Context: an optimization exercise on an open-source flow, tuned for small area. The choices shown serve that exercise and are no tape-out recipe. Where RTL was checked, it was by simulation tests only, not by an equivalence proof against the original.

==> tundra: inputs <==
Design algorithm_top, start of the top module:
module algorithm_top (
  input  logic        clk,
  input  logic        rst_n,
  input  logic        s_valid,
  output logic        s_ready,
  input  logic [11:0] s_data,
  output logic        m_valid,
  input  logic        m_ready,
  output logic [15:0] m_data
);
  algorithm_core u_core (
    .clk      (clk),
    .rst_n    (rst_n),
    .s_valid  (s_valid),
    .s_ready  (s_ready),
    .s_data   (s_data),
    .m_valid  (m_valid),
    .m_ready  (m_ready),
    .m_data   (m_data)
  );
endmodule
export LEC_CHECK = 0
export CAP_MARGIN = 20
export CORE_MARGIN = 2
export CORE_UTILIZATION = 40
export GPL_TIMING_DRIVEN = 0
export SLEW_MARGIN = 20
create_clock -name core_clock -period 6.0 [get_ports {clk}]
standard.sh (not shown) runs the stock make flow with config.mk's settings and CLKGATE_MAP_FILE= SYNTH_SCRIPT=/design/flow/synth_recipe.tcl, a recipe that flattens the netlist after the stock synthesis.
==> flow/flow/run.sh <==
#!/bin/bash
# Own layout flow: the standard synthesis, then a netlist clean-up that removes
# inverters around full adders (flow/netopt.py), then the standard layout steps.
set -euo pipefail
HERE=$(pwd)
R=$HERE/orfs/results/sky130hd/algorithm_top/base
bash standard.sh synth > synth_std.log 2>&1
cp $R/1_2_yosys.v $HERE/1_2_yosys.std.v
python3 flow/netopt.py $HERE/1_2_yosys.std.v $R/1_2_yosys.v > netopt.log 2>&1
rm -f $R/1_synth.odb $R/1_synth.sdc
bash standard.sh synth > synth_odb.log 2>&1
bash standard.sh > layout.log 2>&1
Other scripts of this flow, unchanged in this note and not shown: flow/flow/netopt.py
==> maple: changes against tundra <==
GPL_TIMING_DRIVEN = default   (was 0)
==> notes <==
maple finished but failed the layout checks on setup timing. tundra produced a layout that fails on setup timing. Between tundra and maple, the lower wire length is in maple (gap 49%, measured against maple). Between maple and tundra, the lower final cell count is in tundra (gap 6.0%, measured against tundra). Register-to-register slack: tundra is lower than maple (0.26 ns). In tundra the clock-buffer cell count is higher than in maple, by 2. Sequential share of layout area: tundra is higher than maple (1.3 points). In maple the critical path depth is higher than in tundra, by 1.
==> figures <==
item	tundra	maple
Status	finished with violations	finished with violations
Reasons for failing layout checks	setup timing	setup timing
Final Wtd Congestion	1.06	1.11
Via count of the first global-routing pass	16700	16800
Dpl hpwl	98900 um	71600 um
Slowest cell on the critical path	sky130_fd_sc_hd__dfxtp_1	sky130_fd_sc_hd__fa_1
Share of cell area taken by flip-flops and latches	18.0%	16.6%
Flip-flop and latch area	4790 um^2	4600 um^2
Clock network share of area	3.60%	3.47%
Arrival time at the worst endpoint	7.05 ns	6.74 ns
Wire length of the first global-routing pass	158000 um	117000 um
Data required time at the worst endpoint	6.56 ns	6.52 ns
Number of resized instances in the post-cts repair step	262	105
WP buf/inv	1	2
No functional check of the RTL was part of any run of this note.

---

==> amber: inputs <==
algorithm_top, a different RTL version from the one above (not shown whole).
clock: 6.0 ns
lec_check: 0
cap_margin: 20
core_margin: 2
core_utilization: 70
gpl_timing_driven: 0
slew_margin: 20
==> flow/flow/run.sh <==
#!/bin/bash
# Own layout flow: the standard synthesis, then a netlist clean-up (flow/netopt.py:
# history-register input muxes as a22o cells, fewer inverters around full adders),
# then the standard layout steps with a leaner clock tree.
set -euo pipefail
HERE=$(pwd)
R=$HERE/orfs/results/sky130hd/algorithm_top/base
CTS="CTS_ARGS=-sink_clustering_enable -repair_clock_nets -dont_use_dummy_load -sink_clustering_size 16 -sink_clustering_max_diameter 60 -buf_list sky130_fd_sc_hd__clkbuf_8 -root_buf sky130_fd_sc_hd__clkbuf_16"
bash standard.sh synth > synth_std.log 2>&1
cp $R/1_2_yosys.v $HERE/1_2_yosys.std.v
python3 flow/netopt.py $HERE/1_2_yosys.std.v $R/1_2_yosys.v > netopt.log 2>&1
rm -f $R/1_synth.odb $R/1_synth.sdc
bash standard.sh synth > synth_odb.log 2>&1
bash standard.sh "$CTS" "BUFFER_PORTS_ARGS=-buffer_cell sky130_fd_sc_hd__buf_1" finish > layout.log 2>&1
Other scripts of this flow, unchanged in this note and not shown: flow/flow/netopt.py
==> garnet: changes against amber <==
- CORE_UTILIZATION: 70 -> 60
==> notes <==
- amber finished with timing, DRC and antenna clean. garnet finished clean.
- Sequential share of layout area is about the same in garnet and amber.
- In garnet the fmax is larger than in amber, by about 0.44%.
- Between garnet and amber, the lower first-iteration DRC count is in garnet (gap about 20%, measured against amber).
==> figures <==
quantity	garnet	amber
Starting Density	0.6124	0.7137
Tightest slew margin relative to the limit	0.3045	0.2709
Register share of the cell area	0.2004	0.2008
Global-route met1 utilization	0.5363	0.5914
Vias in the first global route	14600	15030
Met3 WL post-DR	8.392 mm	10.68 mm
Outcome	complete, no violations	complete, no violations
Layout cells sized above 1	0.02677	0.02814
Width of the die	195 um	180.8 um
Number of tapcells	461	396

---

==> run a: inputs <==
Another version of the RTL of algorithm_top (not shown whole).
// algorithm_top
module algorithm_top (
  input  logic        clk,
  input  logic        rst_n,
  input  logic        s_valid,
  output logic        s_ready,
  input  logic [11:0] s_data,
  output logic        m_valid,
  input  logic        m_ready,
  output logic [15:0] m_data
);
clock: 6.0 ns
lec_check: 0
cap_margin: 20
core_margin: 2
core_utilization: 40
gpl_timing_driven: 0
slew_margin: 20
==> flow/flow/run.sh <==
#!/bin/bash
# Own layout flow: the standard synthesis, then a netlist clean-up (flow/netopt.py:
# history-register input muxes as a22o cells, fewer inverters around full adders),
# then the standard layout steps with a leaner clock tree.
set -euo pipefail
HERE=$(pwd)
R=$HERE/orfs/results/sky130hd/algorithm_top/base
CTS="CTS_ARGS=-sink_clustering_enable -repair_clock_nets -dont_use_dummy_load -sink_clustering_size 10 -sink_clustering_max_diameter 50 -buf_list sky130_fd_sc_hd__clkbuf_4 -root_buf sky130_fd_sc_hd__clkbuf_16"
bash standard.sh synth > synth_std.log 2>&1
cp $R/1_2_yosys.v $HERE/1_2_yosys.std.v
python3 flow/netopt.py $HERE/1_2_yosys.std.v $R/1_2_yosys.v > netopt.log 2>&1
rm -f $R/1_synth.odb $R/1_synth.sdc
bash standard.sh synth > synth_odb.log 2>&1
bash standard.sh "$CTS" "BUFFER_PORTS_ARGS=-buffer_cell sky130_fd_sc_hd__buf_1" finish > layout.log 2>&1
Other scripts of this flow, unchanged in this note and not shown: flow/flow/netopt.py
==> run b (differences from run a) <==
--- a/flow/flow/run.sh
+++ b/flow/flow/run.sh
@@ -7,3 +7,3 @@
 R=$HERE/orfs/results/sky130hd/algorithm_top/base
-CTS="CTS_ARGS=-sink_clustering_enable -repair_clock_nets -dont_use_dummy_load -sink_clustering_size 10 -sink_clustering_max_diameter 50 -buf_list sky130_fd_sc_hd__clkbuf_4 -root_buf sky130_fd_sc_hd__clkbuf_16"
+CTS="CTS_ARGS=-sink_clustering_enable -repair_clock_nets -dont_use_dummy_load -sink_clustering_size 16 -sink_clustering_max_diameter 60 -buf_list sky130_fd_sc_hd__clkbuf_8 -root_buf sky130_fd_sc_hd__clkbuf_16"
 bash standard.sh synth > synth_std.log 2>&1
==> summary.txt <==
Critical path
  • Reg-to-reg setup timing slack: 90 ps

Run status
  • Status: complete, no violations

Drt
  • Routed Wire Length: 74300 um

Global routing
  • Pin count of the biggest net entering global routing: 26
That was run b.
==> summary.txt <==
Run status
  • Status: complete, no violations

STA
  • Sum Neg Setup Slack: 0 ps
  • Final setup viols: 0

Critical path
  • Critical path origin: u_core.h0[5]
  • Reg-to-reg setup timing slack: 130 ps

Global routing
  • Pin count of the biggest net entering global routing: 35

Drt
  • Drt drc: 0
  • Routed Wire Length: 74600 um
That was run a.

---

==> 12-05: inputs <==
Another version of the RTL of algorithm_top (not shown whole).
==> flow/config.mk <==
export PLATFORM = sky130hd
export DESIGN_NAME = algorithm_top
export DESIGN_NICKNAME = algorithm_top
export VERILOG_FILES = /design/flow/design.v
export SDC_FILE = /design/flow/constraint.sdc
export NUM_CORES = 4
export LEC_CHECK = 0
export CAP_MARGIN = 20
export CORE_MARGIN = 2
export CORE_UTILIZATION = 40
export SLEW_MARGIN = 20
==> flow/constraint.sdc <==
create_clock -name core_clock -period 6.0 [get_ports {clk}]
set_input_delay 1.2000 -clock core_clock [delete_from_list [all_inputs] [get_ports {clk}]]
set_output_delay 1.2000 -clock core_clock [all_outputs]
set_load 0.01 [all_outputs]
==> flow/flow/run.sh <==
#!/bin/bash
set -e
bash standard.sh > standard.log 2>&1
==> inputs of 08-04, as changes to 12-05 <==
==> flow/run.sh (new file) <==
#!/bin/bash
# synth_recipe.tcl (not shown) runs the flow's synth.tcl, then flattens the netlist and writes it again
# the make line also repeats each setting of config.mk as NAME=value (left out here)
make -C /OpenROAD-flow-scripts/flow DESIGN_CONFIG=/design/flow/config.mk WORK_HOME=/design/flow/orfs CLKGATE_MAP_FILE= SYNTH_SCRIPT=/design/flow/synth_recipe.tcl finish
removed: flow/flow/run.sh
removed: flow/standard.sh
==> notes.md <==
Die extent in x: 08-04 253.2 um; 12-05 253.2 um
Global routing met2 resource utilization: 08-04 48.24%; 12-05 48.24%
Status: 08-04 failed layout checks; 12-05 failed layout checks
Reasons for failing layout checks: 08-04 setup timing; 12-05 setup timing
Vias post-DR: 08-04 16876; 12-05 16876
Final critical path time including I/O delays and setup: 08-04 9.774 ns; 12-05 9.774 ns
Biggest fanout along the worst timing path: 08-04 3; 12-05 3
First-pass detailed-route iteration total: 08-04 6; 12-05 6
Setup WS post-layout: 08-04 -3.774 ns; 12-05 -3.774 ns
Seq/total area: 08-04 14.85%; 12-05 14.85%
# clock sinks: 08-04 211; 12-05 211
Routing usage on met3: 08-04 4.698%; 12-05 4.698%
Number of failing setup endpoints in the final timing report: 08-04 15; 12-05 15
Length of routed met3 wiring: 08-04 7269 um; 12-05 7269 um
Fraction of the mapped netlist area in simple logic gates: 08-04 2.877%; 12-05 2.877%
Tap Cells: 08-04 790; 12-05 790
Post-cts repair resize count: 08-04 54; 12-05 54
Final HPWL from detailed placement: 08-04 81010 um; 12-05 81010 um
Worst min-delay path class: 08-04 flip-flop to flip-flop; 12-05 flip-flop to flip-flop
Highest cell delay on the worst timing path: 08-04 0.56 ns; 12-05 0.56 ns
TritonCTS clock tree: 08-04 yes; 12-05 yes
Sequential element share of the synthesized area: 08-04 17.56%; 12-05 17.56%
Met2 wire len: 08-04 41950 um; 12-05 41950 um
Worst R2R Setup Slack: 08-04 -3.77 ns; 12-05 -3.77 ns
Post-synth cell types: 08-04 25; 12-05 25
Function was not checked in any run of this note: the RTL went through the layout flow alone.

## static timing again, ports no longer ideal
In the flow no input, the clock included, has a driving cell. The finished layouts below were timed again as built, in two steps. Step 1: set_driving_cell puts a clkbuf_16 on clk and a buf_2 on each other input, an assumption about the parent block. Step 2 also shifts input and output timing later by t, the mid clock arrival at the registers, as if the neighbouring blocks saw the same clock. a / b / c = ideal ports / drivers / drivers and shift; a / b = the first two.
run | shift t [ns] | slack for setup (ns) | worst register clock-pin slew, ns
tundra | 0.667 | -0.486 / -0.486 / -0.486 | 0.07 / 0.07
maple | 0.629 | -0.222 / -0.222 / -0.222 | 0.07 / 0.07
amber | 0.555 | 0.083 / 0.083 / 0.083 | 0.10 / 0.10
garnet | 0.557 | 0.108 / 0.108 / 0.108 | 0.10 / 0.10
run a | 0.566 | 0.133 / 0.133 / 0.133 | 0.12 / 0.12
run b | 0.575 | 0.093 / 0.093 / 0.093 | 0.11 / 0.11
12-05 | 0.657 | -3.774 / -3.774 / -3.774 | 0.07 / 0.07
08-04 | 0.657 | -3.774 / -3.774 / -3.774 | 0.07 / 0.07
